This design comes from an exercise in tuning for small area and a short achievable clock period on the open sky130 flow, not from production work. No functional check of the RTL was part of any run shown here. Power and IR drop assume default switching activity.

[flow/config.mk]
export PLATFORM = sky130hd
export DESIGN_NAME = balance_cntrl
export DESIGN_NICKNAME = balance_cntrl
export VERILOG_FILES = /design/flow/design.v
export SDC_FILE = /design/flow/constraint.sdc
export NUM_CORES = 4
export LEC_CHECK = 0
export ABC_AREA = 1
export CAP_MARGIN = 20
export CORE_MARGIN = 2
export CORE_UTILIZATION = 65
export SLEW_MARGIN = 20
[flow/constraint.sdc]
create_clock -name core_clock -period 35.0 [get_ports {clk}]
set_input_delay 7.0000 -clock core_clock [delete_from_list [all_inputs] [get_ports {clk}]]
set_output_delay 7.0000 -clock core_clock [all_outputs]
set_load 0.01 [all_outputs]
[flow/design.v]
module PID(
input clk, rst_n,
input pwr_up,
input logic [17:0] integrator_in,
output logic signed [17:0] integrator,
output logic [7:0] ss_tmr
);
logic [10:0] pre;
logic [7:0] ss_inc;
logic [8:0] sc;
wire pre_fb = ~(pre[10] ^ pre[8]) ^ (&pre[9:0]);
wire pre_wrap = pre[10] && !(|pre[9:0]);
always_comb begin
  sc[0] = pre_wrap & !(&ss_tmr);
  for (int k = 0; k < 8; k++) begin
    ss_inc[k] = ss_tmr[k] ^ sc[k];
    sc[k+1] = sc[k] & ss_tmr[k];
  end
end
always_ff @(posedge clk, negedge rst_n) begin
  if (!rst_n)
    integrator <= 18'h00000;
  else
    integrator <= integrator_in;
end
always_ff @(posedge clk, negedge rst_n) begin
  if (!rst_n) begin
    pre <= 11'h000;
    ss_tmr <= 8'h00;
  end else if (!pwr_up) begin
    pre <= 11'h000;
    ss_tmr <= 8'h00;
  end else begin
    pre <= {pre[9:0], pre_fb};
    ss_tmr <= ss_inc;
  end
end
endmodule
module SegwayMath(
input vld, pwr_up, rider_off,
input logic signed [15:0] ptch,
input logic signed [15:0] ptch_rt,
input logic [11:0] steer_pot,
input logic en_steer,
input logic signed [17:0] integrator,
input logic [7:0] ss_tmr,
output logic [17:0] integrator_in,
output logic signed [11:0] lft_spd,
output logic signed [11:0] rght_spd,
output logic too_fast
);
wire e_pos = !ptch[15] && |ptch[14:9];
wire e_neg = ptch[15] && !(&ptch[14:9]);
wire [9:0] e = e_pos ? 10'h1FF : e_neg ? 10'h200 : ptch[9:0];
wire [17:0] isum;
wire ov = (integrator[17] == e[9]) && (isum[17] != integrator[17]);
assign integrator_in = rider_off ? 18'h00000 : (vld && !ov) ? isum : integrator;
wire i_pos = !integrator[17] && |integrator[16:15];
wire i_neg = integrator[17] && !(&integrator[16:15]);
wire [14:0] I_term = i_pos ? 15'h3FFF : i_neg ? 15'h4000 : integrator[15:1];
wire [9:0] r = ptch_rt[15:6];
wire pot_hi = (&steer_pot[11:9]) && (|steer_pot[8:0]);
wire pot_lo = !(|steer_pot[11:9]);
wire [11:0] lim = pot_hi ? 12'hE00 : pot_lo ? 12'h200 : steer_pot;
wire [9:0] st3;
wire [9:0] st = en_steer ? st3 : 10'h000;
wire [15:0] PID_sum;
wire pos_sat = !PID_sum[15] && |PID_sum[14:11];
wire neg_sat = PID_sum[15] && !(&PID_sum[14:11]);
wire [11:0] X = pos_sat ? 12'h7FF : neg_sat ? 12'h800 : PID_sum[11:0];
wire [12:0] lt, rt;
wire [8:0] lap, lam, rap, ram;
wire l_hi, l_pos, l_sm, l_lo, l_fast, r_hi, r_pos, r_sm, r_lo, r_fast;
wire n1 = integrator[0] ^ e[0];
wire n2 = integrator[0] & e[0];
wire n3 = integrator[1] ^ e[1] ^ n2;
wire n4 = (integrator[1] & e[1]) | (integrator[1] & n2) | (e[1] & n2);
wire n5 = integrator[2] ^ e[2] ^ n4;
wire n6 = (integrator[2] & e[2]) | (integrator[2] & n4) | (e[2] & n4);
wire n7 = integrator[3] ^ e[3] ^ n6;
wire n8 = (integrator[3] & e[3]) | (integrator[3] & n6) | (e[3] & n6);
wire n9 = integrator[4] ^ e[4] ^ n8;
wire n10 = (integrator[4] & e[4]) | (integrator[4] & n8) | (e[4] & n8);
wire n11 = integrator[5] ^ e[5] ^ n10;
wire n12 = (integrator[5] & e[5]) | (integrator[5] & n10) | (e[5] & n10);
wire n13 = integrator[6] ^ e[6] ^ n12;
wire n14 = (integrator[6] & e[6]) | (integrator[6] & n12) | (e[6] & n12);
wire n15 = integrator[7] ^ e[7] ^ n14;
wire n16 = (integrator[7] & e[7]) | (integrator[7] & n14) | (e[7] & n14);
wire n17 = integrator[8] ^ e[8] ^ n16;
wire n18 = (integrator[8] & e[8]) | (integrator[8] & n16) | (e[8] & n16);
wire n19 = integrator[9] ^ e[9] ^ n18;
wire n20 = (integrator[9] & e[9]) | (integrator[9] & n18) | (e[9] & n18);
wire n21 = integrator[10] ^ e[9] ^ n20;
wire n22 = (integrator[10] & e[9]) | (integrator[10] & n20) | (e[9] & n20);
wire n23 = integrator[11] ^ e[9] ^ n22;
wire n24 = (integrator[11] & e[9]) | (integrator[11] & n22) | (e[9] & n22);
wire n25 = integrator[12] ^ e[9] ^ n24;
wire n26 = (integrator[12] & e[9]) | (integrator[12] & n24) | (e[9] & n24);
wire n27 = integrator[13] ^ e[9] ^ n26;
wire n28 = (integrator[13] & e[9]) | (integrator[13] & n26) | (e[9] & n26);
wire n29 = integrator[14] ^ e[9] ^ n28;
wire n30 = (integrator[14] & e[9]) | (integrator[14] & n28) | (e[9] & n28);
wire n31 = integrator[15] ^ e[9] ^ n30;
wire n32 = (integrator[15] & e[9]) | (integrator[15] & n30) | (e[9] & n30);
wire n33 = integrator[16] ^ e[9] ^ n32;
wire n34 = (integrator[16] & e[9]) | (integrator[16] & n32) | (e[9] & n32);
wire n35 = integrator[17] ^ e[9] ^ n34;
wire n36 = (integrator[17] & e[9]) | (integrator[17] & n34) | (e[9] & n34);
wire n37 = I_term[0] ^ e[0];
wire n38 = I_term[0] | e[0];
wire n39 = I_term[1] ^ e[1] ^ n38;
wire n40 = (I_term[1] & e[1]) | (I_term[1] & n38) | (e[1] & n38);
wire n41 = ~r[2];
wire n42 = I_term[2] ^ n41 ^ e[2];
wire n43 = (I_term[2] & n41) | (I_term[2] & e[2]) | (n41 & e[2]);
wire n44 = I_term[3] ^ e[3] ^ e[0];
wire n45 = (I_term[3] & e[3]) | (I_term[3] & e[0]) | (e[3] & e[0]);
wire n46 = ~r[3];
wire n47 = n46 ^ n43 ^ n44;
wire n48 = (n46 & n43) | (n46 & n44) | (n43 & n44);
wire n49 = I_term[4] ^ e[4] ^ e[1];
wire n50 = (I_term[4] & e[4]) | (I_term[4] & e[1]) | (e[4] & e[1]);
wire n51 = ~r[4];
wire n52 = n51 ^ n45 ^ n49;
wire n53 = (n51 & n45) | (n51 & n49) | (n45 & n49);
wire n54 = I_term[5] ^ e[5] ^ e[2];
wire n55 = (I_term[5] & e[5]) | (I_term[5] & e[2]) | (e[5] & e[2]);
wire n56 = ~r[5];
wire n57 = n56 ^ n50 ^ n54;
wire n58 = (n56 & n50) | (n56 & n54) | (n50 & n54);
wire n59 = I_term[6] ^ e[6] ^ e[3];
wire n60 = (I_term[6] & e[6]) | (I_term[6] & e[3]) | (e[6] & e[3]);
wire n61 = ~r[6];
wire n62 = n61 ^ n55 ^ n59;
wire n63 = (n61 & n55) | (n61 & n59) | (n55 & n59);
wire n64 = I_term[7] ^ e[7] ^ e[4];
wire n65 = (I_term[7] & e[7]) | (I_term[7] & e[4]) | (e[7] & e[4]);
wire n66 = ~r[7];
wire n67 = n66 ^ n60 ^ n64;
wire n68 = (n66 & n60) | (n66 & n64) | (n60 & n64);
wire n69 = I_term[8] ^ e[8] ^ e[5];
wire n70 = (I_term[8] & e[8]) | (I_term[8] & e[5]) | (e[8] & e[5]);
wire n71 = ~r[8];
wire n72 = n71 ^ n65 ^ n69;
wire n73 = (n71 & n65) | (n71 & n69) | (n65 & n69);
wire n74 = I_term[9] ^ r[9] ^ e[6];
wire n75 = (I_term[9] & r[9]) | (I_term[9] & e[6]) | (r[9] & e[6]);
wire n76 = ~e[9];
wire n77 = n76 ^ n70 ^ n74;
wire n78 = (n76 & n70) | (n76 & n74) | (n70 & n74);
wire n79 = I_term[10] ^ e[7];
wire n80 = I_term[10] | e[7];
wire n81 = ~n79;
wire n82 = n81 ^ n75 ^ n78;
wire n83 = (n81 & n75) | (n81 & n78) | (n75 & n78);
wire n84 = I_term[11] ^ e[8];
wire n85 = I_term[11] | e[8];
wire n86 = ~n84;
wire n87 = n80 ^ n86 ^ n83;
wire n88 = (n80 & n86) | (n80 & n83) | (n86 & n83);
wire n89 = ~e[9];
wire n90 = I_term[12] ^ n89 ^ n85;
wire n91 = (I_term[12] & n89) | (I_term[12] & n85) | (n89 & n85);
wire n92 = I_term[13] ^ n91;
wire n93 = I_term[13] | n91;
wire n94 = r[0] ^ n37;
wire n95 = ~r[0] & ~n37;
wire n96 = r[1] ^ n39;
wire n97 = ~r[1] & n39;
wire n98 = n40 ^ n42;
wire n99 = n40 & n42;
wire n100 = n48 ^ n52;
wire n101 = n48 & n52;
wire n102 = n53 ^ n57;
wire n103 = n53 & n57;
wire n104 = n58 ^ n62;
wire n105 = n58 & n62;
wire n106 = n63 ^ n67;
wire n107 = n63 & n67;
wire n108 = n68 ^ n72;
wire n109 = n68 & n72;
wire n110 = n73 ^ n77;
wire n111 = n73 & n77;
wire n112 = n88 ^ n90;
wire n113 = n88 & n90;
wire n114 = I_term[14] ^ n93;
wire n115 = ~I_term[14] & n93;
wire n116 = n98 & n97;
wire n117 = n99 | n116;
wire n118 = n98 & ~n96;
wire n119 = n100 & n47;
wire n120 = n104 & n103;
wire n121 = n105 | n120;
wire n122 = n104 & n102;
wire n123 = n108 & n107;
wire n124 = n109 | n123;
wire n125 = n108 & n106;
wire n126 = n82 & n111;
wire n127 = n82 & n110;
wire n128 = n112 & n87;
wire n129 = ~n114 & ~n92;
wire n130 = ~n96 & n95;
wire n131 = n97 | n130;
wire n132 = n118 & n95;
wire n133 = n117 | n132;
wire n134 = n102 & n101;
wire n135 = n103 | n134;
wire n136 = n102 & n119;
wire n137 = n122 & n101;
wire n138 = n121 | n137;
wire n139 = n122 & n119;
wire n140 = n110 & n124;
wire n141 = n111 | n140;
wire n142 = n110 & n125;
wire n143 = n127 & n124;
wire n144 = n126 | n143;
wire n145 = n127 & n125;
wire n146 = ~n92 & n113;
wire n147 = ~n92 & n128;
wire n148 = n129 & n113;
wire n149 = n115 | n148;
wire n150 = n129 & n128;
wire n151 = n47 & n133;
wire n152 = n119 & n133;
wire n153 = n101 | n152;
wire n154 = n136 & n133;
wire n155 = n135 | n154;
wire n156 = n139 & n133;
wire n157 = n138 | n156;
wire n158 = n87 & n144;
wire n159 = n87 & n145;
wire n160 = n128 & n144;
wire n161 = n113 | n160;
wire n162 = n128 & n145;
wire n163 = n147 & n144;
wire n164 = n146 | n163;
wire n165 = n147 & n145;
wire n166 = n150 & n144;
wire n167 = n149 | n166;
wire n168 = n150 & n145;
wire n169 = n106 & n157;
wire n170 = n107 | n169;
wire n171 = n125 & n157;
wire n172 = n124 | n171;
wire n173 = n142 & n157;
wire n174 = n141 | n173;
wire n175 = n145 & n157;
wire n176 = n144 | n175;
wire n177 = n159 & n157;
wire n178 = n158 | n177;
wire n179 = n162 & n157;
wire n180 = n161 | n179;
wire n181 = n165 & n157;
wire n182 = n164 | n181;
wire n183 = n168 & n157;
wire n184 = n167 | n183;
wire n185 = n96 ^ n95;
wire n186 = n98 ^ n131;
wire n187 = n47 ^ n133;
wire n188 = n100 ^ n151;
wire n189 = n102 ^ n153;
wire n190 = n104 ^ n155;
wire n191 = n106 ^ n157;
wire n192 = n108 ^ n170;
wire n193 = n110 ^ n172;
wire n194 = n82 ^ n174;
wire n195 = n87 ^ n176;
wire n196 = n112 ^ n178;
wire n197 = n92 ^ n180;
wire n198 = n114 ^ n182;
wire n199 = ~(ss_tmr[0] & X[0]);
wire n200 = ~(ss_tmr[0] & X[1]);
wire n201 = ~(ss_tmr[0] & X[2]);
wire n202 = ~(ss_tmr[0] & X[3]);
wire n203 = ~(ss_tmr[0] & X[4]);
wire n204 = ~(ss_tmr[0] & X[5]);
wire n205 = ~(ss_tmr[0] & X[6]);
wire n206 = ~(ss_tmr[0] & X[7]);
wire n207 = ~(ss_tmr[0] & X[8]);
wire n208 = ~(ss_tmr[0] & X[9]);
wire n209 = ~(ss_tmr[0] & X[10]);
wire n210 = ~(ss_tmr[0] & X[11]);
wire n211 = ~(ss_tmr[1] & X[0]);
wire n212 = ~(ss_tmr[1] & X[1]);
wire n213 = ~(ss_tmr[1] & X[2]);
wire n214 = ~(ss_tmr[1] & X[3]);
wire n215 = ~(ss_tmr[1] & X[4]);
wire n216 = ~(ss_tmr[1] & X[5]);
wire n217 = ~(ss_tmr[1] & X[6]);
wire n218 = ~(ss_tmr[1] & X[7]);
wire n219 = ~(ss_tmr[1] & X[8]);
wire n220 = ~(ss_tmr[1] & X[9]);
wire n221 = ~(ss_tmr[1] & X[10]);
wire n222 = ~(ss_tmr[1] & X[11]);
wire n223 = ~(ss_tmr[2] & X[0]);
wire n224 = ~(ss_tmr[2] & X[1]);
wire n225 = ~(ss_tmr[2] & X[2]);
wire n226 = ~(ss_tmr[2] & X[3]);
wire n227 = ~(ss_tmr[2] & X[4]);
wire n228 = ~(ss_tmr[2] & X[5]);
wire n229 = ~(ss_tmr[2] & X[6]);
wire n230 = ~(ss_tmr[2] & X[7]);
wire n231 = ~(ss_tmr[2] & X[8]);
wire n232 = ~(ss_tmr[2] & X[9]);
wire n233 = ~(ss_tmr[2] & X[10]);
wire n234 = ~(ss_tmr[2] & X[11]);
wire n235 = ~(ss_tmr[3] & X[0]);
wire n236 = ~(ss_tmr[3] & X[1]);
wire n237 = ~(ss_tmr[3] & X[2]);
wire n238 = ~(ss_tmr[3] & X[3]);
wire n239 = ~(ss_tmr[3] & X[4]);
wire n240 = ~(ss_tmr[3] & X[5]);
wire n241 = ~(ss_tmr[3] & X[6]);
wire n242 = ~(ss_tmr[3] & X[7]);
wire n243 = ~(ss_tmr[3] & X[8]);
wire n244 = ~(ss_tmr[3] & X[9]);
wire n245 = ~(ss_tmr[3] & X[10]);
wire n246 = ~(ss_tmr[3] & X[11]);
wire n247 = ~(ss_tmr[4] & X[0]);
wire n248 = ~(ss_tmr[4] & X[1]);
wire n249 = ~(ss_tmr[4] & X[2]);
wire n250 = ~(ss_tmr[4] & X[3]);
wire n251 = ~(ss_tmr[4] & X[4]);
wire n252 = ~(ss_tmr[4] & X[5]);
wire n253 = ~(ss_tmr[4] & X[6]);
wire n254 = ~(ss_tmr[4] & X[7]);
wire n255 = ~(ss_tmr[4] & X[8]);
wire n256 = ~(ss_tmr[4] & X[9]);
wire n257 = ~(ss_tmr[4] & X[10]);
wire n258 = ~(ss_tmr[4] & X[11]);
wire n259 = ~(ss_tmr[5] & X[0]);
wire n260 = ~(ss_tmr[5] & X[1]);
wire n261 = ~(ss_tmr[5] & X[2]);
wire n262 = ~(ss_tmr[5] & X[3]);
wire n263 = ~(ss_tmr[5] & X[4]);
wire n264 = ~(ss_tmr[5] & X[5]);
wire n265 = ~(ss_tmr[5] & X[6]);
wire n266 = ~(ss_tmr[5] & X[7]);
wire n267 = ~(ss_tmr[5] & X[8]);
wire n268 = ~(ss_tmr[5] & X[9]);
wire n269 = ~(ss_tmr[5] & X[10]);
wire n270 = ~(ss_tmr[5] & X[11]);
wire n271 = ~(ss_tmr[6] & X[0]);
wire n272 = ~(ss_tmr[6] & X[1]);
wire n273 = ~(ss_tmr[6] & X[2]);
wire n274 = ~(ss_tmr[6] & X[3]);
wire n275 = ~(ss_tmr[6] & X[4]);
wire n276 = ~(ss_tmr[6] & X[5]);
wire n277 = ~(ss_tmr[6] & X[6]);
wire n278 = ~(ss_tmr[6] & X[7]);
wire n279 = ~(ss_tmr[6] & X[8]);
wire n280 = ~(ss_tmr[6] & X[9]);
wire n281 = ~(ss_tmr[6] & X[10]);
wire n282 = ~(ss_tmr[6] & X[11]);
wire n283 = ~(ss_tmr[7] & X[0]);
wire n284 = ~(ss_tmr[7] & X[1]);
wire n285 = ~(ss_tmr[7] & X[2]);
wire n286 = ~(ss_tmr[7] & X[3]);
wire n287 = ~(ss_tmr[7] & X[4]);
wire n288 = ~(ss_tmr[7] & X[5]);
wire n289 = ~(ss_tmr[7] & X[6]);
wire n290 = ~(ss_tmr[7] & X[7]);
wire n291 = ~(ss_tmr[7] & X[8]);
wire n292 = ~(ss_tmr[7] & X[9]);
wire n293 = ~(ss_tmr[7] & X[10]);
wire n294 = ~(ss_tmr[7] & X[11]);
wire n295 = n201 ^ n212 ^ n223;
wire n296 = (n201 & n212) | (n201 & n223) | (n212 & n223);
wire n297 = n202 ^ n213 ^ n224;
wire n298 = (n202 & n213) | (n202 & n224) | (n213 & n224);
wire n299 = n235 ^ n296 ^ n297;
wire n300 = (n235 & n296) | (n235 & n297) | (n296 & n297);
wire n301 = n203 ^ n214 ^ n225;
wire n302 = (n203 & n214) | (n203 & n225) | (n214 & n225);
wire n303 = n236 ^ n247 ^ n298;
wire n304 = (n236 & n247) | (n236 & n298) | (n247 & n298);
wire n305 = n301 ^ n300 ^ n303;
wire n306 = (n301 & n300) | (n301 & n303) | (n300 & n303);
wire n307 = n204 ^ n215 ^ n226;
wire n308 = (n204 & n215) | (n204 & n226) | (n215 & n226);
wire n309 = n237 ^ n248 ^ n259;
wire n310 = (n237 & n248) | (n237 & n259) | (n248 & n259);
wire n311 = n302 ^ n307 ^ n309;
wire n312 = (n302 & n307) | (n302 & n309) | (n307 & n309);
wire n313 = n304 ^ n311 ^ n306;
wire n314 = (n304 & n311) | (n304 & n306) | (n311 & n306);
wire n315 = n205 ^ n216 ^ n227;
wire n316 = (n205 & n216) | (n205 & n227) | (n216 & n227);
wire n317 = n238 ^ n249 ^ n260;
wire n318 = (n238 & n249) | (n238 & n260) | (n249 & n260);
wire n319 = n271 ^ n308 ^ n310;
wire n320 = (n271 & n308) | (n271 & n310) | (n308 & n310);
wire n321 = n315 ^ n317 ^ n312;
wire n322 = (n315 & n317) | (n315 & n312) | (n317 & n312);
wire n323 = n319 ^ n321 ^ n314;
wire n324 = (n319 & n321) | (n319 & n314) | (n321 & n314);
wire n325 = n206 ^ n217 ^ n228;
wire n326 = (n206 & n217) | (n206 & n228) | (n217 & n228);
wire n327 = n239 ^ n250 ^ n261;
wire n328 = (n239 & n250) | (n239 & n261) | (n250 & n261);
wire n329 = n272 ^ n283 ^ n316;
wire n330 = (n272 & n283) | (n272 & n316) | (n283 & n316);
wire n331 = n318 ^ n325 ^ n327;
wire n332 = (n318 & n325) | (n318 & n327) | (n325 & n327);
wire n333 = n320 ^ n329 ^ n331;
wire n334 = (n320 & n329) | (n320 & n331) | (n329 & n331);
wire n335 = n322 ^ n333 ^ n324;
wire n336 = (n322 & n333) | (n322 & n324) | (n333 & n324);
wire n337 = n200 ^ n211;
wire n338 = ~n200 & ~n211;
wire n339 = ~n295 & n338;
wire n340 = ~n295 & n337;
wire n341 = ~n305 & ~n299;
wire n342 = ~n323 & ~n313;
wire n343 = n342 & n341;
wire n344 = n343 & n339;
wire n345 = ~n335 & n344;
wire n346 = n207 ^ n218 ^ n229;
wire n347 = (n207 & n218) | (n207 & n229) | (n218 & n229);
wire n348 = n240 ^ n251 ^ n262;
wire n349 = (n240 & n251) | (n240 & n262) | (n251 & n262);
wire n350 = n273 ^ n284 ^ n326;
wire n351 = (n273 & n284) | (n273 & n326) | (n284 & n326);
wire n352 = n328 ^ n346 ^ n348;
wire n353 = (n328 & n346) | (n328 & n348) | (n346 & n348);
wire n354 = n330 ^ n332 ^ n350;
wire n355 = (n330 & n332) | (n330 & n350) | (n332 & n350);
wire n356 = n352 ^ n334 ^ n354;
wire n357 = (n352 & n334) | (n352 & n354) | (n334 & n354);
wire n358 = n208 ^ n219 ^ n230;
wire n359 = (n208 & n219) | (n208 & n230) | (n219 & n230);
wire n360 = n241 ^ n252 ^ n263;
wire n361 = (n241 & n252) | (n241 & n263) | (n252 & n263);
wire n362 = n274 ^ n285 ^ n347;
wire n363 = (n274 & n285) | (n274 & n347) | (n285 & n347);
wire n364 = n349 ^ n358 ^ n360;
wire n365 = (n349 & n358) | (n349 & n360) | (n358 & n360);
wire n366 = n351 ^ n353 ^ n362;
wire n367 = (n351 & n353) | (n351 & n362) | (n353 & n362);
wire n368 = n364 ^ n355 ^ n366;
wire n369 = (n364 & n355) | (n364 & n366) | (n355 & n366);
wire n370 = n209 ^ n220 ^ n231;
wire n371 = (n209 & n220) | (n209 & n231) | (n220 & n231);
wire n372 = n242 ^ n253 ^ n264;
wire n373 = (n242 & n253) | (n242 & n264) | (n253 & n264);
wire n374 = n275 ^ n286 ^ n359;
wire n375 = (n275 & n286) | (n275 & n359) | (n286 & n359);
wire n376 = n361 ^ n370 ^ n372;
wire n377 = (n361 & n370) | (n361 & n372) | (n370 & n372);
wire n378 = n363 ^ n365 ^ n374;
wire n379 = (n363 & n365) | (n363 & n374) | (n365 & n374);
wire n380 = n376 ^ n367 ^ n378;
wire n381 = (n376 & n367) | (n376 & n378) | (n367 & n378);
wire n382 = n210 ^ n221;
wire n383 = n210 | ~n221;
wire n384 = n232 ^ n243 ^ n254;
wire n385 = (n232 & n243) | (n232 & n254) | (n243 & n254);
wire n386 = n265 ^ n276 ^ n287;
wire n387 = (n265 & n276) | (n265 & n287) | (n276 & n287);
wire n388 = ~n382;
wire n389 = n388 ^ n371 ^ n373;
wire n390 = (n388 & n371) | (n388 & n373) | (n371 & n373);
wire n391 = n384 ^ n386 ^ n375;
wire n392 = (n384 & n386) | (n384 & n375) | (n386 & n375);
wire n393 = n377 ^ n389 ^ n379;
wire n394 = (n377 & n389) | (n377 & n379) | (n389 & n379);
wire n395 = n391 ^ n381 ^ n393;
wire n396 = (n391 & n381) | (n391 & n393) | (n381 & n393);
wire n397 = ~n222;
wire n398 = n397 ^ n233 ^ n244;
wire n399 = (n397 & n233) | (n397 & n244) | (n233 & n244);
wire n400 = n255 ^ n266 ^ n277;
wire n401 = (n255 & n266) | (n255 & n277) | (n266 & n277);
wire n402 = n288 ^ n385 ^ n387;
wire n403 = (n288 & n385) | (n288 & n387) | (n385 & n387);
wire n404 = ~n383;
wire n405 = n404 ^ n400 ^ n398;
wire n406 = (n404 & n400) | (n404 & n398) | (n400 & n398);
wire n407 = n390 ^ n402 ^ n405;
wire n408 = (n390 & n402) | (n390 & n405) | (n402 & n405);
wire n409 = n392 ^ n407 ^ n394;
wire n410 = (n392 & n407) | (n392 & n394) | (n407 & n394);
wire n411 = ~n234;
wire n412 = n411 ^ n245 ^ n256;
wire n413 = (n411 & n245) | (n411 & n256) | (n245 & n256);
wire n414 = n267 ^ n278 ^ n289;
wire n415 = (n267 & n278) | (n267 & n289) | (n278 & n289);
wire n416 = n401 ^ n414 ^ n399;
wire n417 = (n401 & n414) | (n401 & n399) | (n414 & n399);
wire n418 = n412 ^ n403 ^ n406;
wire n419 = (n412 & n403) | (n412 & n406) | (n403 & n406);
wire n420 = n416 ^ n408 ^ n418;
wire n421 = (n416 & n408) | (n416 & n418) | (n408 & n418);
wire n422 = ~n246;
wire n423 = n422 ^ n257 ^ n268;
wire n424 = (n422 & n257) | (n422 & n268) | (n257 & n268);
wire n425 = n279 ^ n290 ^ n415;
wire n426 = (n279 & n290) | (n279 & n415) | (n290 & n415);
wire n427 = n413 ^ n423 ^ n425;
wire n428 = (n413 & n423) | (n413 & n425) | (n423 & n425);
wire n429 = n417 ^ n427 ^ n419;
wire n430 = (n417 & n427) | (n417 & n419) | (n427 & n419);
wire n431 = ~n258;
wire n432 = n431 ^ n269 ^ n280;
wire n433 = (n431 & n269) | (n431 & n280) | (n269 & n280);
wire n434 = n291 ^ n424 ^ n432;
wire n435 = (n291 & n424) | (n291 & n432) | (n424 & n432);
wire n436 = n426 ^ n434 ^ n428;
wire n437 = (n426 & n434) | (n426 & n428) | (n434 & n428);
wire n438 = ~n270;
wire n439 = n438 ^ n281 ^ n292;
wire n440 = (n438 & n281) | (n438 & n292) | (n281 & n292);
wire n441 = n433 ^ n439 ^ n435;
wire n442 = (n433 & n439) | (n433 & n435) | (n439 & n435);
wire n443 = ~n282;
wire n444 = n443 ^ n293 ^ n440;
wire n445 = (n443 & n293) | (n443 & n440) | (n293 & n440);
wire n446 = lim[1] & lim[0];
wire n447 = lim[2] & n446;
wire n448 = lim[3] & n447;
wire n449 = lim[4] & n448;
wire n450 = lim[5] & n449;
wire n451 = lim[6] & n450;
wire n452 = lim[7] & n451;
wire n453 = lim[8] & n452;
wire n454 = lim[9] & n453;
wire n455 = lim[10] & n454;
wire n456 = lim[11] & n455;
wire n457 = lim[1] ^ lim[0];
wire n458 = lim[2] ^ n446;
wire n459 = lim[3] ^ n447;
wire n460 = lim[4] ^ n448;
wire n461 = lim[5] ^ n449;
wire n462 = lim[6] ^ n450;
wire n463 = lim[7] ^ n451;
wire n464 = lim[8] ^ n452;
wire n465 = lim[9] ^ n453;
wire n466 = lim[10] ^ n454;
wire n467 = lim[11] ^ n455;
wire n468 = n459 ^ n460;
wire n469 = n459 & n460;
wire n470 = n460 ^ n461;
wire n471 = n460 & n461;
wire n472 = n461 ^ n462;
wire n473 = n461 & n462;
wire n474 = n462 ^ n463;
wire n475 = n462 & n463;
wire n476 = n463 ^ n464;
wire n477 = n463 & n464;
wire n478 = n464 ^ n465;
wire n479 = n464 & n465;
wire n480 = n465 ^ n466;
wire n481 = n465 & n466;
wire n482 = n466 ^ n467;
wire n483 = n466 & ~n467;
wire n484 = n467 ^ n467;
wire n485 = ~n467 & ~n467;
wire n486 = n467 ^ n467;
wire n487 = ~n467 & ~n467;
wire n488 = n470 & n469;
wire n489 = n471 | n488;
wire n490 = n472 & n489;
wire n491 = n473 | n490;
wire n492 = n474 & n491;
wire n493 = n475 | n492;
wire n494 = n476 & n493;
wire n495 = n477 | n494;
wire n496 = n478 & n495;
wire n497 = n479 | n496;
wire n498 = n480 & n497;
wire n499 = n481 | n498;
wire n500 = ~n482 & n499;
wire n501 = n483 | n500;
wire n502 = n484 & n501;
wire n503 = n485 | n502;
wire n504 = n486 & n503;
wire n505 = n487 | n504;
wire n506 = n470 ^ n469;
wire n507 = n472 ^ n489;
wire n508 = n474 ^ n491;
wire n509 = n476 ^ n493;
wire n510 = n478 ^ n495;
wire n511 = n480 ^ n497;
wire n512 = n482 ^ n499;
wire n513 = n484 ^ n501;
wire n514 = n486 ^ n503;
wire n515 = ~st[0];
wire n516 = n515 ^ n356 ^ n336;
wire n517 = (n515 & n356) | (n515 & n336) | (n356 & n336);
wire n518 = ~st[1];
wire n519 = n518 ^ n357 ^ n368;
wire n520 = (n518 & n357) | (n518 & n368) | (n357 & n368);
wire n521 = ~st[2];
wire n522 = n521 ^ n369 ^ n380;
wire n523 = (n521 & n369) | (n521 & n380) | (n369 & n380);
wire n524 = ~st[3];
wire n525 = n524 ^ n395 ^ n523;
wire n526 = (n524 & n395) | (n524 & n523) | (n395 & n523);
wire n527 = ~st[4];
wire n528 = n527 ^ n396 ^ n409;
wire n529 = (n527 & n396) | (n527 & n409) | (n396 & n409);
wire n530 = ~st[5];
wire n531 = n530 ^ n420 ^ n410;
wire n532 = (n530 & n420) | (n530 & n410) | (n420 & n410);
wire n533 = ~st[6];
wire n534 = n533 ^ n421 ^ n429;
wire n535 = (n533 & n421) | (n533 & n429) | (n421 & n429);
wire n536 = ~st[7];
wire n537 = n536 ^ n436 ^ n430;
wire n538 = (n536 & n436) | (n536 & n430) | (n436 & n430);
wire n539 = ~st[8];
wire n540 = n539 ^ n441 ^ n437;
wire n541 = (n539 & n441) | (n539 & n437) | (n441 & n437);
wire n542 = st[9] ^ n444;
wire n543 = ~st[9] | ~n444;
wire n544 = n542 ^ n442 ^ n541;
wire n545 = (n542 & n442) | (n542 & n541) | (n442 & n541);
wire n546 = n294 ^ n543;
wire n547 = n294 | n543;
wire n548 = n445 ^ n546 ^ n545;
wire n549 = (n445 & n546) | (n445 & n545) | (n546 & n545);
wire n550 = n345 ^ n516;
wire n551 = n345 & ~n516;
wire n552 = n517 ^ n519;
wire n553 = ~n517 & ~n519;
wire n554 = n520 ^ n522;
wire n555 = ~n520 & ~n522;
wire n556 = n526 ^ n528;
wire n557 = ~n526 & ~n528;
wire n558 = n529 ^ n531;
wire n559 = ~n529 & ~n531;
wire n560 = n532 ^ n534;
wire n561 = ~n532 & ~n534;
wire n562 = n535 ^ n537;
wire n563 = ~n535 & ~n537;
wire n564 = n538 ^ n540;
wire n565 = ~n538 & ~n540;
wire n566 = n547 ^ n549;
wire n567 = n547 & ~n549;
wire n568 = n552 & n551;
wire n569 = n553 | n568;
wire n570 = n554 & n569;
wire n571 = n555 | n570;
wire n572 = ~n525 & n571;
wire n573 = n556 & n572;
wire n574 = n557 | n573;
wire n575 = n558 & n574;
wire n576 = n559 | n575;
wire n577 = n560 & n576;
wire n578 = n561 | n577;
wire n579 = n562 & n578;
wire n580 = n563 | n579;
wire n581 = n564 & n580;
wire n582 = n565 | n581;
wire n583 = ~n544 & n582;
wire n584 = ~n548 & n583;
wire n585 = ~n566 & n584;
wire n586 = n567 | n585;
wire n587 = n552 ^ n551;
wire n588 = n554 ^ n569;
wire n589 = n525 ^ n571;
wire n590 = n556 ^ n572;
wire n591 = n558 ^ n574;
wire n592 = n560 ^ n576;
wire n593 = n562 ^ n578;
wire n594 = n564 ^ n580;
wire n595 = n544 ^ n582;
wire n596 = n548 ^ n583;
wire n597 = n566 ^ n584;
wire n598 = lt[4] & lt[3];
wire n599 = ~lt[5] & n598;
wire n600 = lt[5] | n599;
wire n601 = lt[6] & n600;
wire n602 = ~lt[7] & n601;
wire n603 = lt[7] | n602;
wire n604 = lt[8] & n603;
wire n605 = lt[9] & n604;
wire n606 = lt[10] & n605;
wire n607 = lt[11] & n606;
wire n608 = lt[4] ^ lt[3];
wire n609 = lt[5] ^ n598;
wire n610 = lt[6] ^ n600;
wire n611 = lt[7] ^ n601;
wire n612 = lt[8] ^ n603;
wire n613 = lt[9] ^ n604;
wire n614 = lt[10] ^ n605;
wire n615 = lt[11] ^ n606;
wire n616 = ~lt[4] & lt[3];
wire n617 = lt[4] | n616;
wire n618 = lt[5] & n617;
wire n619 = ~lt[6] & n618;
wire n620 = lt[6] | n619;
wire n621 = lt[7] & n620;
wire n622 = ~lt[8] & n621;
wire n623 = lt[8] | n622;
wire n624 = ~lt[9] & n623;
wire n625 = lt[9] | n624;
wire n626 = ~lt[10] & n625;
wire n627 = lt[10] | n626;
wire n628 = ~lt[11] & n627;
wire n629 = lt[11] | n628;
wire n630 = lt[4] ^ lt[3];
wire n631 = lt[5] ^ n617;
wire n632 = lt[6] ^ n618;
wire n633 = lt[7] ^ n620;
wire n634 = lt[8] ^ n621;
wire n635 = lt[9] ^ n623;
wire n636 = lt[10] ^ n625;
wire n637 = lt[11] ^ n627;
wire n638 = (lt[6] | (lt[5] & (lt[4] | (lt[3] & (lt[2] | (lt[1] & lt[0]))))));
wire n639 = (lt[7] & (lt[6] & (lt[5] | (lt[4] & (lt[3] | (lt[2] & lt[1]))))));
wire n640 = (lt[6] & (lt[5] | (lt[4] & (lt[3] & (lt[2] | (lt[1] | lt[0]))))));
wire n641 = st[0] ^ n356;
wire n642 = ~st[0] | ~n356;
wire n643 = ~n345;
wire n644 = n641 ^ n336 ^ n643;
wire n645 = (n641 & n336) | (n641 & n643) | (n336 & n643);
wire n646 = st[1] ^ n357 ^ n368;
wire n647 = (st[1] & n357) | (st[1] & n368) | (n357 & n368);
wire n648 = ~n642;
wire n649 = n648 ^ n646 ^ n645;
wire n650 = (n648 & n646) | (n648 & n645) | (n646 & n645);
wire n651 = st[2] ^ n369 ^ n380;
wire n652 = (st[2] & n369) | (st[2] & n380) | (n369 & n380);
wire n653 = n647 ^ n651 ^ n650;
wire n654 = (n647 & n651) | (n647 & n650) | (n651 & n650);
wire n655 = st[3] ^ n395 ^ n652;
wire n656 = (st[3] & n395) | (st[3] & n652) | (n395 & n652);
wire n657 = st[4] ^ n396 ^ n409;
wire n658 = (st[4] & n396) | (st[4] & n409) | (n396 & n409);
wire n659 = st[5] ^ n420 ^ n410;
wire n660 = (st[5] & n420) | (st[5] & n410) | (n420 & n410);
wire n661 = st[6] ^ n421 ^ n429;
wire n662 = (st[6] & n421) | (st[6] & n429) | (n421 & n429);
wire n663 = st[7] ^ n436 ^ n430;
wire n664 = (st[7] & n436) | (st[7] & n430) | (n436 & n430);
wire n665 = st[8] ^ n441 ^ n437;
wire n666 = (st[8] & n441) | (st[8] & n437) | (n441 & n437);
wire n667 = st[9] ^ n444;
wire n668 = st[9] | ~n444;
wire n669 = ~n667;
wire n670 = n669 ^ n442 ^ n666;
wire n671 = (n669 & n442) | (n669 & n666) | (n442 & n666);
wire n672 = n294 ^ n668;
wire n673 = n294 | n668;
wire n674 = n445 ^ n672 ^ n671;
wire n675 = (n445 & n672) | (n445 & n671) | (n672 & n671);
wire n676 = n654 ^ n655;
wire n677 = ~n654 & ~n655;
wire n678 = n656 ^ n657;
wire n679 = ~n656 & ~n657;
wire n680 = n658 ^ n659;
wire n681 = ~n658 & ~n659;
wire n682 = n660 ^ n661;
wire n683 = ~n660 & ~n661;
wire n684 = n662 ^ n663;
wire n685 = ~n662 & ~n663;
wire n686 = n664 ^ n665;
wire n687 = ~n664 & ~n665;
wire n688 = n673 ^ n675;
wire n689 = n673 & ~n675;
wire n690 = n678 & n677;
wire n691 = n679 | n690;
wire n692 = n680 & n691;
wire n693 = n681 | n692;
wire n694 = n682 & n693;
wire n695 = n683 | n694;
wire n696 = n684 & n695;
wire n697 = n685 | n696;
wire n698 = n686 & n697;
wire n699 = n687 | n698;
wire n700 = ~n670 & n699;
wire n701 = ~n674 & n700;
wire n702 = ~n688 & n701;
wire n703 = n689 | n702;
wire n704 = n678 ^ n677;
wire n705 = n680 ^ n691;
wire n706 = n682 ^ n693;
wire n707 = n684 ^ n695;
wire n708 = n686 ^ n697;
wire n709 = n670 ^ n699;
wire n710 = n674 ^ n700;
wire n711 = n688 ^ n701;
wire n712 = rt[4] & rt[3];
wire n713 = ~rt[5] & n712;
wire n714 = rt[5] | n713;
wire n715 = rt[6] & n714;
wire n716 = ~rt[7] & n715;
wire n717 = rt[7] | n716;
wire n718 = rt[8] & n717;
wire n719 = rt[9] & n718;
wire n720 = rt[10] & n719;
wire n721 = rt[11] & n720;
wire n722 = rt[4] ^ rt[3];
wire n723 = rt[5] ^ n712;
wire n724 = rt[6] ^ n714;
wire n725 = rt[7] ^ n715;
wire n726 = rt[8] ^ n717;
wire n727 = rt[9] ^ n718;
wire n728 = rt[10] ^ n719;
wire n729 = rt[11] ^ n720;
wire n730 = ~rt[4] & rt[3];
wire n731 = rt[4] | n730;
wire n732 = rt[5] & n731;
wire n733 = ~rt[6] & n732;
wire n734 = rt[6] | n733;
wire n735 = rt[7] & n734;
wire n736 = ~rt[8] & n735;
wire n737 = rt[8] | n736;
wire n738 = ~rt[9] & n737;
wire n739 = rt[9] | n738;
wire n740 = ~rt[10] & n739;
wire n741 = rt[10] | n740;
wire n742 = ~rt[11] & n741;
wire n743 = rt[11] | n742;
wire n744 = rt[4] ^ rt[3];
wire n745 = rt[5] ^ n731;
wire n746 = rt[6] ^ n732;
wire n747 = rt[7] ^ n734;
wire n748 = rt[8] ^ n735;
wire n749 = rt[9] ^ n737;
wire n750 = rt[10] ^ n739;
wire n751 = rt[11] ^ n741;
wire n752 = (rt[6] | (rt[5] & (rt[4] | (rt[3] & (rt[2] | (rt[1] & rt[0]))))));
wire n753 = (rt[7] & (rt[6] & (rt[5] | (rt[4] & (rt[3] | (rt[2] & rt[1]))))));
wire n754 = (rt[6] & (rt[5] | (rt[4] & (rt[3] & (rt[2] | (rt[1] | rt[0]))))));
assign isum[0] = n1;
assign isum[1] = n3;
assign isum[2] = n5;
assign isum[3] = n7;
assign isum[4] = n9;
assign isum[5] = n11;
assign isum[6] = n13;
assign isum[7] = n15;
assign isum[8] = n17;
assign isum[9] = n19;
assign isum[10] = n21;
assign isum[11] = n23;
assign isum[12] = n25;
assign isum[13] = n27;
assign isum[14] = n29;
assign isum[15] = n31;
assign isum[16] = n33;
assign isum[17] = n35;
assign PID_sum[0] = n94;
assign PID_sum[1] = ~n185;
assign PID_sum[2] = n186;
assign PID_sum[3] = n187;
assign PID_sum[4] = n188;
assign PID_sum[5] = n189;
assign PID_sum[6] = n190;
assign PID_sum[7] = n191;
assign PID_sum[8] = n192;
assign PID_sum[9] = n193;
assign PID_sum[10] = n194;
assign PID_sum[11] = n195;
assign PID_sum[12] = n196;
assign PID_sum[13] = ~n197;
assign PID_sum[14] = ~n198;
assign PID_sum[15] = ~n184;
assign st3[0] = n468;
assign st3[1] = n506;
assign st3[2] = n507;
assign st3[3] = n508;
assign st3[4] = n509;
assign st3[5] = n510;
assign st3[6] = n511;
assign st3[7] = ~n512;
assign st3[8] = n513;
assign st3[9] = n514;
assign lt[0] = ~n550;
assign lt[1] = n587;
assign lt[2] = n588;
assign lt[3] = ~n589;
assign lt[4] = n590;
assign lt[5] = n591;
assign lt[6] = n592;
assign lt[7] = n593;
assign lt[8] = n594;
assign lt[9] = ~n595;
assign lt[10] = ~n596;
assign lt[11] = ~n597;
assign lt[12] = ~n586;
assign lap[0] = ~lt[3];
assign lam[0] = ~lt[3];
assign lap[1] = n608;
assign lam[1] = ~n630;
assign lap[2] = ~n609;
assign lam[2] = n631;
assign lap[3] = n610;
assign lam[3] = ~n632;
assign lap[4] = ~n611;
assign lam[4] = n633;
assign lap[5] = n612;
assign lam[5] = ~n634;
assign lap[6] = n613;
assign lam[6] = ~n635;
assign lap[7] = n614;
assign lam[7] = ~n636;
assign lap[8] = n615;
assign lam[8] = ~n637;
assign l_hi = n615;
assign l_pos = (lt[11] | (lt[10] | (lt[9] | (lt[8] | (lt[7] | n638)))));
assign l_sm = (lt[11] & (lt[10] & (lt[9] & (lt[8] & n639))));
assign l_lo = ~n637;
assign l_fast = (lt[11] | (lt[10] & (lt[9] | (lt[8] & (lt[7] | n640)))));
assign rt[0] = ~n644;
assign rt[1] = ~n649;
assign rt[2] = ~n653;
assign rt[3] = n676;
assign rt[4] = n704;
assign rt[5] = n705;
assign rt[6] = n706;
assign rt[7] = n707;
assign rt[8] = n708;
assign rt[9] = ~n709;
assign rt[10] = ~n710;
assign rt[11] = ~n711;
assign rt[12] = ~n703;
assign rap[0] = ~rt[3];
assign ram[0] = ~rt[3];
assign rap[1] = n722;
assign ram[1] = ~n744;
assign rap[2] = ~n723;
assign ram[2] = n745;
assign rap[3] = n724;
assign ram[3] = ~n746;
assign rap[4] = ~n725;
assign ram[4] = n747;
assign rap[5] = n726;
assign ram[5] = ~n748;
assign rap[6] = n727;
assign ram[6] = ~n749;
assign rap[7] = n728;
assign ram[7] = ~n750;
assign rap[8] = n729;
assign ram[8] = ~n751;
assign r_hi = n729;
assign r_pos = (rt[11] | (rt[10] | (rt[9] | (rt[8] | (rt[7] | n752)))));
assign r_sm = (rt[11] & (rt[10] & (rt[9] & (rt[8] & n753))));
assign r_lo = ~n751;
assign r_fast = (rt[11] | (rt[10] & (rt[9] | (rt[8] & (rt[7] | n754)))));
wire [11:0] l_y = !lt[12] ? (l_hi ? 12'h7FF : l_pos ? {lap, lt[2:0]} : {lt[9:0], 2'b00})
                          : (l_sm ? {lt[9:0], 2'b00} : l_lo ? {lam, lt[2:0]} : 12'h800);
wire [11:0] r_y = !rt[12] ? (r_hi ? 12'h7FF : r_pos ? {rap, rt[2:0]} : {rt[9:0], 2'b00})
                          : (r_sm ? {rt[9:0], 2'b00} : r_lo ? {ram, rt[2:0]} : 12'h800);
assign lft_spd = pwr_up ? l_y : 12'h000;
assign rght_spd = pwr_up ? r_y : 12'h000;
assign too_fast = pwr_up && ((!lt[12] && l_fast) || (!rt[12] && r_fast));
endmodule
module balance_cntrl
# (parameter fast_sim=1)
(
input clk, rst_n,
input vld, pwr_up, rider_off,
input logic signed [15:0] ptch,
input logic signed [15:0] ptch_rt,
input logic [11:0] steer_pot,
input logic en_steer,
output logic signed [11:0] lft_spd,
output logic signed [11:0] rght_spd,
output logic too_fast
);
logic signed [17:0] integrator;
logic [17:0] integrator_in;
logic [7:0] ss_tmr;
PID PID_balance (.clk(clk), .rst_n(rst_n), .pwr_up(pwr_up), .integrator_in(integrator_in),
                 .integrator(integrator), .ss_tmr(ss_tmr));
SegwayMath SegwayMath_balance (.vld(vld), .pwr_up(pwr_up), .rider_off(rider_off), .ptch(ptch),
                 .ptch_rt(ptch_rt), .steer_pot(steer_pot), .en_steer(en_steer),
                 .integrator(integrator), .ss_tmr(ss_tmr), .integrator_in(integrator_in),
                 .lft_spd(lft_spd), .rght_spd(rght_spd), .too_fast(too_fast));
endmodule
[flow/flow/run.sh]
#!/bin/bash
# Layout flow: the standard synthesis, then an inverter clean-up around the
# full-adder cells (polarity.py) and a re-map of the remaining gates
# (remap.tcl, ABC area script), then the standard layout steps with plain
# buf_1 port buffers and a setup-repair target of MARGIN ns.
set -euo pipefail
MARGIN=none
R=orfs/results/sky130hd/balance_cntrl/base
bash standard.sh  synth > 1_standard_synth.log 2>&1
cp $R/1_2_yosys.v std_1_2_yosys.v
python3 flow/polarity.py std_1_2_yosys.v pol.v > 2_polarity.log 2>&1
export REMAP_LIB=$FLOW_HOME/platforms/sky130hd/lib/sky130_fd_sc_hd__tt_025C_1v80.lib
export REMAP_DONT_USE="$(sed -n '/DONT_USE_CELLS += /,/^$/p' $FLOW_HOME/platforms/sky130hd/config.mk | grep -o 'sky130_fd_sc_hd__[a-z0-9_]*' | tr '\n' ' ')"
STA=$(dirname $(command -v openroad))/sta
best=""; bestm=""
for s in flow/abc_*.script; do
  k=$(basename $s .script)
  REMAP_IN=pol.v REMAP_OUT=remap_$k.v REMAP_ABC_SCRIPT=$s yosys -c flow/remap.tcl > 3_remap_$k.log 2>&1 || continue
  PICK_NET=remap_$k.v PICK_LIB=$REMAP_LIB PICK_SDC=constraint.sdc $STA -no_init -exit flow/pick.tcl > 3_pick_$k.log 2>&1 || continue
  line=$(grep '^PICK' 3_pick_$k.log) || continue
  m=$(echo "$line" | awk '{print $3 * (37.5 - $5 * 1e9)}')
  echo "$k $line metric $m" >> 3_pick_summary.log
  if [ -z "$bestm" ] || awk "BEGIN {exit !($m < $bestm)}"; then best=$k; bestm=$m; fi
done
echo "chosen $best" >> 3_pick_summary.log
cp remap_$best.v remap.v
cp remap.v $R/1_2_yosys.v
rm -f $R/1_synth.odb $R/1_synth.sdc
ARGS=( "BUFFER_PORTS_ARGS=-buffer_cell sky130_fd_sc_hd__buf_1")
if [ "$MARGIN" != "none" ]; then
  ARGS+=("SETUP_SLACK_MARGIN=$MARGIN")
fi
bash standard.sh "${ARGS[@]}" finish > 4_standard_finish.log 2>&1
[flow/flow/abc_a.script]
strash
dch
map -B 0.9
topo
stime -c
buffer -c
upsize -c
dnsize -c
[flow/flow/abc_b.script]
strash
dc2
dch -f
map -a
strash
dch -f
map -a
topo
buffer -c
upsize -c
dnsize -c
[flow/flow/abc_c.script]
strash
&get -n
&fraig -x
&put
scorr
dc2
dretime
strash
&get -n
&dch -f
&nf -a
&put
buffer -c
upsize -c
dnsize -c
[flow/flow/abc_e.script]
strash
dc2
dch -f
map -a
strash
dc2
dch -f
map -a
strash
dch -f
map -a
topo
buffer -c
upsize -c
dnsize -c
[flow/flow/abc_f.script]
strash
&get -n
&dch -f
&nf -a
&put
strash
dch -f
map -a
topo
buffer -c
upsize -c
dnsize -c
[flow/flow/pick.tcl]
# Report area and worst setup slack of a candidate netlist (no wires).
# env: PICK_NET, PICK_LIB, PICK_SDC
read_liberty $::env(PICK_LIB)
read_verilog $::env(PICK_NET)
link_design balance_cntrl
read_sdc $::env(PICK_SDC)
set area 0.0
foreach inst [get_cells *] {
  set area [expr {$area + [get_property [get_lib_cells -of_objects $inst] area]}]
}
puts "PICK area $area slack [sta::worst_slack_cmd max]"
[flow/flow/polarity.py]
#!/usr/bin/env python3
"""Inverter clean-up around full adders in a flat sky130 gate netlist.

A full adder is self-dual: FA(~a, ~b, ~c) = (~sum, ~cout).  Each fa cell may
therefore run in inverted polarity.  This pass picks a polarity per fa cell
that needs the fewest inverters, removes the design's free inverters and adds
back one inverter per net whose complement some pin still needs.
Usage: polarity.py in.v out.v"""
import re, sys, collections

src = open(sys.argv[1]).read()
INV = re.compile(r'sky130_fd_sc_hd__(inv|clkinv)_\d+$')
FA = re.compile(r'sky130_fd_sc_hd__fa_\d+$')
OUTP = {'X', 'Y', 'Q', 'Q_N', 'SUM', 'COUT', 'HI', 'LO'}

m = re.search(r'\bmodule\s+(\w+)\s*\((.*?)\);(.*)\bendmodule', src, re.S)
top, portlist, body = m.group(1), m.group(2), m.group(3)
stmts = [s.strip() for s in body.split(';')]
cells = []      # [typ, name, {pin: net}]
other = []      # non-cell statements, kept verbatim
cre = re.compile(r'^(sky130_fd_sc_hd__\w+)\s+(\S+)\s*\((.*)\)$', re.S)
for s in stmts:
    if not s:
        continue
    mm = cre.match(s)
    if mm:
        pins = {p: n.strip() for p, n in re.findall(r'\.(\w+)\(([^()]*)\)', mm.group(3))}
        cells.append([mm.group(1), mm.group(2), pins])
    else:
        other.append(s)

# nets used by non-cell statements (assigns, ports) stay fixed
fixed_nets = set()
for s in other:
    if s.startswith('assign'):
        for tok in re.findall(r'\\\S+|[A-Za-z_][\w$]*(?:\[\d+\])?', s[len('assign'):]):
            fixed_nets.add(tok)
ports = set()
for s in other:
    mm = re.match(r'^(input|output|inout)\s*(\[(\d+):(\d+)\])?\s*(.*)$', s, re.S)
    if mm:
        names = [x.strip() for x in mm.group(5).split(',')]
        for n in names:
            if mm.group(2):
                a, b = int(mm.group(3)), int(mm.group(4))
                for i in range(min(a, b), max(a, b) + 1):
                    ports.add('%s[%d]' % (n, i))
            ports.add(n)
fixed_nets |= ports

driver = {}
for c in cells:
    for p, n in c[2].items():
        if p in OUTP:
            driver[n] = c

def is_free_inv(c):
    return INV.match(c[0]) and c[2]['Y'] not in fixed_nets

def root(n):
    par = 0
    seen = 0
    while n in driver and is_free_inv(driver[n]) and seen < 100:
        n = driver[n][2]['A']
        par ^= 1
        seen += 1
    return n, par

fas = [c for c in cells if FA.match(c[0])]
fa_idx = {c[1]: i for i, c in enumerate(fas)}
out_of = {}    # net -> fa index (physical driver)
for i, c in enumerate(fas):
    out_of[c[2]['SUM']] = i
    out_of[c[2]['COUT']] = i

# consumers: (cell, pin, root, parity, fa_index or None)
cons = []
for c in cells:
    if is_free_inv(c):
        continue
    for p, n in c[2].items():
        if p in OUTP:
            continue
        r, k = root(n)
        cons.append((c, p, r, k, fa_idx.get(c[1]) if FA.match(c[0]) else None))

f = [0] * len(fas)
def need(ci):
    c, p, r, k, w = cons[ci]
    ph = f[out_of[r]] if r in out_of else 0
    return k ^ ph ^ (f[w] if w is not None else 0)

by_root = collections.defaultdict(list)
for i, cc in enumerate(cons):
    by_root[cc[2]].append(i)
touch = collections.defaultdict(set)
for i, cc in enumerate(cons):
    if cc[4] is not None:
        touch[cc[4]].add(cc[2])
for i, c in enumerate(fas):
    touch[i].add(c[2]['SUM'])
    touch[i].add(c[2]['COUT'])

def cost_root(r):
    return 1 if any(need(i) for i in by_root[r]) else 0

def total():
    return sum(cost_root(r) for r in by_root)

before = total()
improved = True
it = 0
while improved and it < 50:
    improved = False
    it += 1
    for i in range(len(fas)):
        rs = touch[i]
        c0 = sum(cost_root(r) for r in rs)
        f[i] ^= 1
        c1 = sum(cost_root(r) for r in rs)
        if c1 < c0:
            improved = True
        else:
            f[i] ^= 1
after = total()

# rebuild
new_cells = [c for c in cells if not is_free_inv(c)]
old_inv = len(cells) - len(new_cells)
inv_net = {}
extra = []
wires = []
k = 0
for i, cc in enumerate(cons):
    c, p, r, par, w = cc
    if need(i):
        if r not in inv_net:
            k += 1
            nn = 'polinv_%d' % k
            inv_net[r] = nn
            wires.append(nn)
            extra.append(['sky130_fd_sc_hd__inv_1', 'polinv_cell_%d' % k, {'A': r, 'Y': nn}])
        c[2][p] = inv_net[r]
    else:
        c[2][p] = r

def emit(c):
    pins = ',\n'.join('    .%s(%s)' % (p, n + (' ' if n.startswith('\\') else '')) for p, n in c[2].items())
    return '  %s %s (\n%s\n  );' % (c[0], c[1], pins)

out = ['module %s(%s);' % (top, portlist)]
for s in other:
    out.append('  ' + s + ' ;')
for w_ in wires:
    out.append('  wire %s;' % w_)
for c in new_cells + extra:
    out.append(emit(c))
out.append('endmodule')
head = src[:m.start()]
open(sys.argv[2], 'w').write(head + '\n'.join(out) + '\n')
sys.stderr.write('polarity: %d fa cells, %d flipped, inverters %d -> %d (cost %d -> %d)\n'
                 % (len(fas), sum(f), old_inv, len(extra), before, after))
[flow/flow/remap.tcl]
# Re-map the random logic around the kept adder cells and flip-flops.
# env: REMAP_IN, REMAP_OUT, REMAP_LIB, REMAP_ABC_SCRIPT, REMAP_DONT_USE
yosys -import
set L $::env(REMAP_LIB)
read_liberty -ignore_miss_func -ignore_buses $L
read_verilog -defer $::env(REMAP_IN)
hierarchy -top balance_cntrl
foreach c {fa_1 fa_2 fa_4 dfrtp_1 dfrtp_2 dfrtp_4 dfxtp_1 conb_1} {
  catch { blackbox sky130_fd_sc_hd__$c }
}
flatten
opt_clean -purge
techmap
opt -fast
set dont_use {}
foreach c $::env(REMAP_DONT_USE) { lappend dont_use -dont_use $c }
abc -script $::env(REMAP_ABC_SCRIPT) -liberty $L {*}$dont_use
opt_clean -purge

stat -liberty $L
write_verilog -noattr -noexpr -nohex -nodec -selected $::env(REMAP_OUT)
[flow/standard.sh]
#!/bin/bash
# synth_recipe.tcl (not shown) runs the flow's synth.tcl, then flattens the netlist and writes it again
# the make line also repeats each setting of config.mk as NAME=value (left out here)
make -C /OpenROAD-flow-scripts/flow DESIGN_CONFIG=/design/flow/config.mk WORK_HOME=/design/flow/orfs CLKGATE_MAP_FILE= SYNTH_SCRIPT=/design/flow/synth_recipe.tcl "${@:-finish}"
==> results of run 1 <==
[metal layers]
layer / up-vias / wire, um / GRT usage, %
li1: 3183 / - / -
met1: 3159 / 7130 / 36.8
met2: 270 / 9100 / 54.7
met3: 44 / 903 / 2.95
met4: 0 / 554 / 9.63
met5: - / 0 / 0
[cell type report]
type	instances	area [um^2]
Clock buffer	5	125
Timing Repair Buffer	69	264
Tap cell	143	179
Sequential cell	37	926
Inverter	217	815
Clock inverter	3	17.5
Fill cell	1033	3270
Multi-Input combinational cell	717	5720
[worst max-delay path by stage]
stage | slack, ns | cells past startpoint | to | startpoint
global placement | 7.52 | 58 | rght_spd[4] | ptch[11]
finish | 7.31 | 54 | rght_spd[6] | ptch[11]
floorplan | 9.16 | 55 | rght_spd[5] | ptch[9]
detailed placement | 7.37 | 58 | rght_spd[6] | ptch[11]
CTS | 7.35 | 58 | rght_spd[6] | ptch[11]
global route | 6.22 | 58 | rght_spd[3] | ptch[11]
[placed cells by master, fill, tap and decap left out, types with 4 or more instances in the layout]
cell and instances:
a211oi_1 6, a21oi_1 49, a21oi_2 6, a221oi_1 6, buf_1 67, clkbuf_16 5, dfrtp_1 37, fa_1 144
inv_1 203, inv_2 11, nand2_1 123, nand3_1 24, nand4_1 9, nor2_1 184, nor2_2 4, nor3_1 27
nor4_1 10, o21ai_0 44, o21ai_1 4, o22ai_1 15, or2_2 4, xnor2_1 4, xor2_1 14
[where the power goes]
part / leakage, nW / switching, mW / total [mW] / internal (mW)
clock: 0.0696 / 0.0177 / 0.0438 / 0.0261
combinational: 2.74 / 0.234 / 0.340 / 0.106
sequential: 0.502 / 0.00228 / 0.0487 / 0.0464
[state kept, by name, summed over array words and instances (netlist names)]
name and flops:
PID_balance.pre 11, PID_balance.ss_tmr 8, PID_balance.integrator 18
[through the flow]
stage          std cells  setup slack (ns)  hold slack (ns)  area, um^2  util [%]
2_1_floorplan        976              9.16            0.450        7480         -
3_3_place_gp        1183              7.52            0.474        7910      69.8
3_5_place_dp        1183              7.37            0.474        7910      69.8
4_1_cts             1191              7.35            0.483        8050      71.1
5_1_grt             1191              6.22            0.494        8050      71.1
6_report            1191              7.31            0.483        8050      71.1
==> impl_metrics.ini, run 1 <==
[outcome]
status = timing/DRC/antenna clean

[clock_network]
clockBufferDepth = 2
cts_resized = 0
numCtsBuffers = 5
cts_tree = yes
htree_num_levels = 2
path_clk_slew_ns = 0.06
postCtsHoldBufs = 0
cts_setup_buffers = 0
cts.sinks = 37
clk_latency_ns = 0.28
cts-root-buf = clkbuf_16

[final_layout]
num_antenna_cells = 0
area_growth_pct = 7.58
num-nets-final = 1241
layout-drive-gt1-share_pct = 4.68

[route]
post_drt_wl_per_cell_um = 14.8
route.antenna.remaining_nets = 0
dr.first_iter.drc_count = 510
first_pass_iters = 5
drt_wl_total_um = 17700
drc = 0
routed_via_density = 5.59
via_count = 6656

[timing]
fmax_mhz = 36.1
timing.final.crit_period_ns = 27.69
final.period_utilization_pct = 79.1
rsz0062_at_grt = no
slew_headroom_pct = 32.2
final.setup.tns_ns = 0
tightest_slew_ns = 1.02
finalHoldViolCount = 0
drv_slew = 0
clock_skew_ns = 0.00171
finalSetupViolCount = 0

[yosys]
synth.avg_cell_area_um2 = 7.67
syn-num-nets = 1170
syn_area_um2 = 7480
yosys_warnings = 1
synthCells = 976

[critical_path]
crit_fanout = 9
r2r-start = PID_balance.integrator[0]
crit_buf_inv = 8
reg2reg_depth = 27
endpoint_kind = primary output
cp.arrival_ns = 20.69
critPathTopFamily = adder cells
path_class = input pin to primary output
regToRegSetupSlack_ns = 27.22
crit-reg2reg-capture = PID_balance.integrator[17]
worstPathRequired_ns = 28.00
worst_setup_path_start_kind = input pin
cpMaxStageDelayCell = fa_1
crit_top_cell = fa_1
slowest_delay_ns = 0.66

[power]
total_leakage_power_nw = 3.31
p_total_mw = 0.433
max-vdd-ir-drop_mv = 0.0652
power_density_nw_per_um2 = 53.8

[global_route]
first_global_vias = 6719
antenna_found_initial = 0
grt_first_pass_wirelength_um = 30100
overflow = 0
grt_max_degree = 38
track_usage_pct = 29.7

[flow_run]
cap_violations = 0

[placement]
io_buffers = 68
dpl.hpwl_um = 14700
gp_congestion = 0.973

[floorplan]
io_pins = 75
die_w_um = 111
dieArea_um2 = 12400
num_rows = 39
initial_core_util_pct = 66.1
die_h_um = 111
coreArea_um2 = 11300

[min_path]
hold_path.class = register to register
holdCritStartpoint = PID_balance.integrator[5]
whs_path_depth = 1
holdPathEnd = PID_balance.integrator[5]
==> run 2, diff against run 1 <==
--- a/flow/flow/run.sh
+++ b/flow/flow/run.sh
@@ -4,7 +4,7 @@
 # (remap.tcl, ABC area script), then the standard layout steps with plain
 # buf_1 port buffers and a setup-repair target of MARGIN ns.
 set -euo pipefail
-MARGIN=none
+MARGIN=6
 R=orfs/results/sky130hd/balance_cntrl/base
 bash standard.sh  synth > 1_standard_synth.log 2>&1
 cp $R/1_2_yosys.v std_1_2_yosys.v
==> run 2 against run 1 <==
Against the previous run:
- still clean on timing, DRC and antenna
- first-iteration DRC count is the same
- sequential share of layout area is the same
- fmax is the same
- sequential power is essentially flat
- die area is the same
- critical path type unchanged
- highest routed layer unchanged
==> impl_metrics.ini, run 2 <==
[outcome]
status = timing/DRC/antenna clean

[min_path]
hold_path.class = register to register

[route]
drc = 0
drt_wl_total_um = 17700
dr.first_iter.drc_count = 510
routed_via_density = 5.59
route.antenna.remaining_nets = 0
first_pass_iters = 5
via_count = 6656
post_drt_wl_per_cell_um = 14.8

[final_layout]
final_cell_mix = 203 x inv_1, 184 x nor2_1, 144 x fa_1
top_register = PID_balance.integrator
reg_top3 = PID_balance.integrator x18, PID_balance.pre x11, PID_balance.ss_tmr x8
num-nets-final = 1241
fin_cells = 1191
final_common_cell = inv_1
utilization_pct = 71.1
num_antenna_cells = 0
largest_register_ffs = 18
final_area_um2 = 8050
layout-drive-gt1-share_pct = 4.68
area_growth_pct = 7.58

[clock_network]
cts.sinks = 37
cts_resized = 0
cts_setup_buffers = 0
numCtsBuffers = 5
postCtsHoldBufs = 0
htree_num_levels = 2
path_clk_slew_ns = 0.06
cts_tree = yes
cts-root-buf = clkbuf_16
clockBufferDepth = 2
clk_latency_ns = 0.28

[global_route]
grt-busiest-layer = met2
grt_first_pass_wirelength_um = 30100
antenna_found_initial = 0
grt_max_degree = 38
grt.met2_usage_pct = 54.7
first_global_vias = 6719
met3_usage_pct = 2.95
overflow = 0
met1_usage_pct = 36.8
track_usage_pct = 29.7

[timing]
final.period_utilization_pct = 79.1
whs_ns = 0.483
finalSetupViolCount = 0
timing.final.crit_period_ns = 27.69
final.setup.tns_ns = 0
tightest_slew_ns = 1.02
fmax_mhz = 36.1
clock_skew_ns = 0.00171
finalHoldViolCount = 0
worst_slack_ns = 7.31
drv_slew = 0
rsz0062_at_grt = no
slew_headroom_pct = 32.2

[floorplan]
die_w_um = 111
num_rows = 39
die_h_um = 111
coreArea_um2 = 11300
dieArea_um2 = 12400
initial_core_util_pct = 66.1
io_pins = 75

[placement]
dpl.hpwl_um = 14700
placed_area_um2 = 7910
io_buffers = 68
gp_congestion = 0.973
dpl.cell_count = 1183
placement.setup.worst_slack_ns = 7.37

[power]
max-vdd-ir-drop_mv = 0.0652
power_density_nw_per_um2 = 53.8
total_leakage_power_nw = 3.31
p_total_mw = 0.433

[critical_path]
crit_fanout = 9
endpoint_kind = primary output
regToRegSetupSlack_ns = 27.22
worstPathRequired_ns = 28.00
crit_top_cell = fa_1
path_class = input pin to primary output
crit_start = ptch[11]
cpMaxStageDelayCell = fa_1
cp-endpoint = rght_spd[6]
cp.arrival_ns = 20.69
reg2reg_depth = 27
worst_setup_path_start_kind = input pin
slowest_delay_ns = 0.66
crit-reg2reg-capture = PID_balance.integrator[17]
r2r-start = PID_balance.integrator[0]

[yosys]
syn_area_um2 = 7480
yosys_warnings = 1
syn-num-nets = 1170
synth.avg_cell_area_um2 = 7.67
synthCells = 976

[flow_run]
cap_violations = 0
==> run 2: report_power, final <==
part / total [mW] / switching, mW / internal, mW
registers: 0.0487 / 0.00228 / 0.0464
clock network: 0.0438 / 0.0177 / 0.0261
logic: 0.340 / 0.234 / 0.106
==> run 2: worst max-delay path, delay by kind of cell <==
| family | cells | cell delay (ns) |
|---|---|---|
| adder cells (fa/ha/maj) | 17 | 7.39 |
| AND/OR/NAND/NOR | 20 | 3.12 |
| AO/OA/AOI/OAI | 8 | 2.19 |
| buffers and inverters | 8 | 0.79 |
| XOR/XNOR | 1 | 0.20 |
==> run 2: how the worst min path moves through the flow <==
stage / from / endpoint / depth (start not counted)
after floorplan: PID_balance.integrator[8] / PID_balance.integrator[8] / 1
after global placement: PID_balance.integrator[8] / PID_balance.integrator[8] / 1
after detailed placement: PID_balance.integrator[5] / PID_balance.integrator[5] / 1
after CTS: PID_balance.integrator[5] / PID_balance.integrator[5] / 1
after global routing: PID_balance.integrator[5] / PID_balance.integrator[5] / 1
final: PID_balance.integrator[5] / PID_balance.integrator[5] / 1
==> run 2: layer usage <==
metal	vias up	wire, um
met1	3159	7130
met5	-	0
met2	270	9100
li1	3183	-
met4	0	554
met3	44	903
==> run 2: area by class of cell <==
class | count | area (um^2)
multi-input cells | 717 | 5720
flip-flops and latches | 37 | 926
repair buffers | 69 | 264
fillers | 1033 | 3270
inverters | 217 | 815
clock buffers | 5 | 125
clock inverters | 3 | 17.5
well taps | 143 | 179

==> static timing again, ports no longer ideal <==
Ports are ideal in the flow. The routed layouts listed here were re-timed in OpenROAD. Step 1 assumes that a clkbuf_16 drives the clock port and a buf_2 every other input. Step 2 moves the port delays by t, midway between the first and last clock arrival at a register: inputs arrive t later, outputs are due t later. That takes back most of the time a late clock gives input paths. Slacks: ideal ports / drivers / drivers and shift; pairs: ideal ports / drivers.
| run | t, ns | slack for setup (ns) | pins driven straight from the clock port |
|---|---|---|---|
| run 1 | 0.314 | 7.315 / 7.288 / 7.288 | 1 |
| run 2 | 0.314 | 7.315 / 7.288 / 7.288 | 1 |
After both steps every run listed still meets setup and hold.
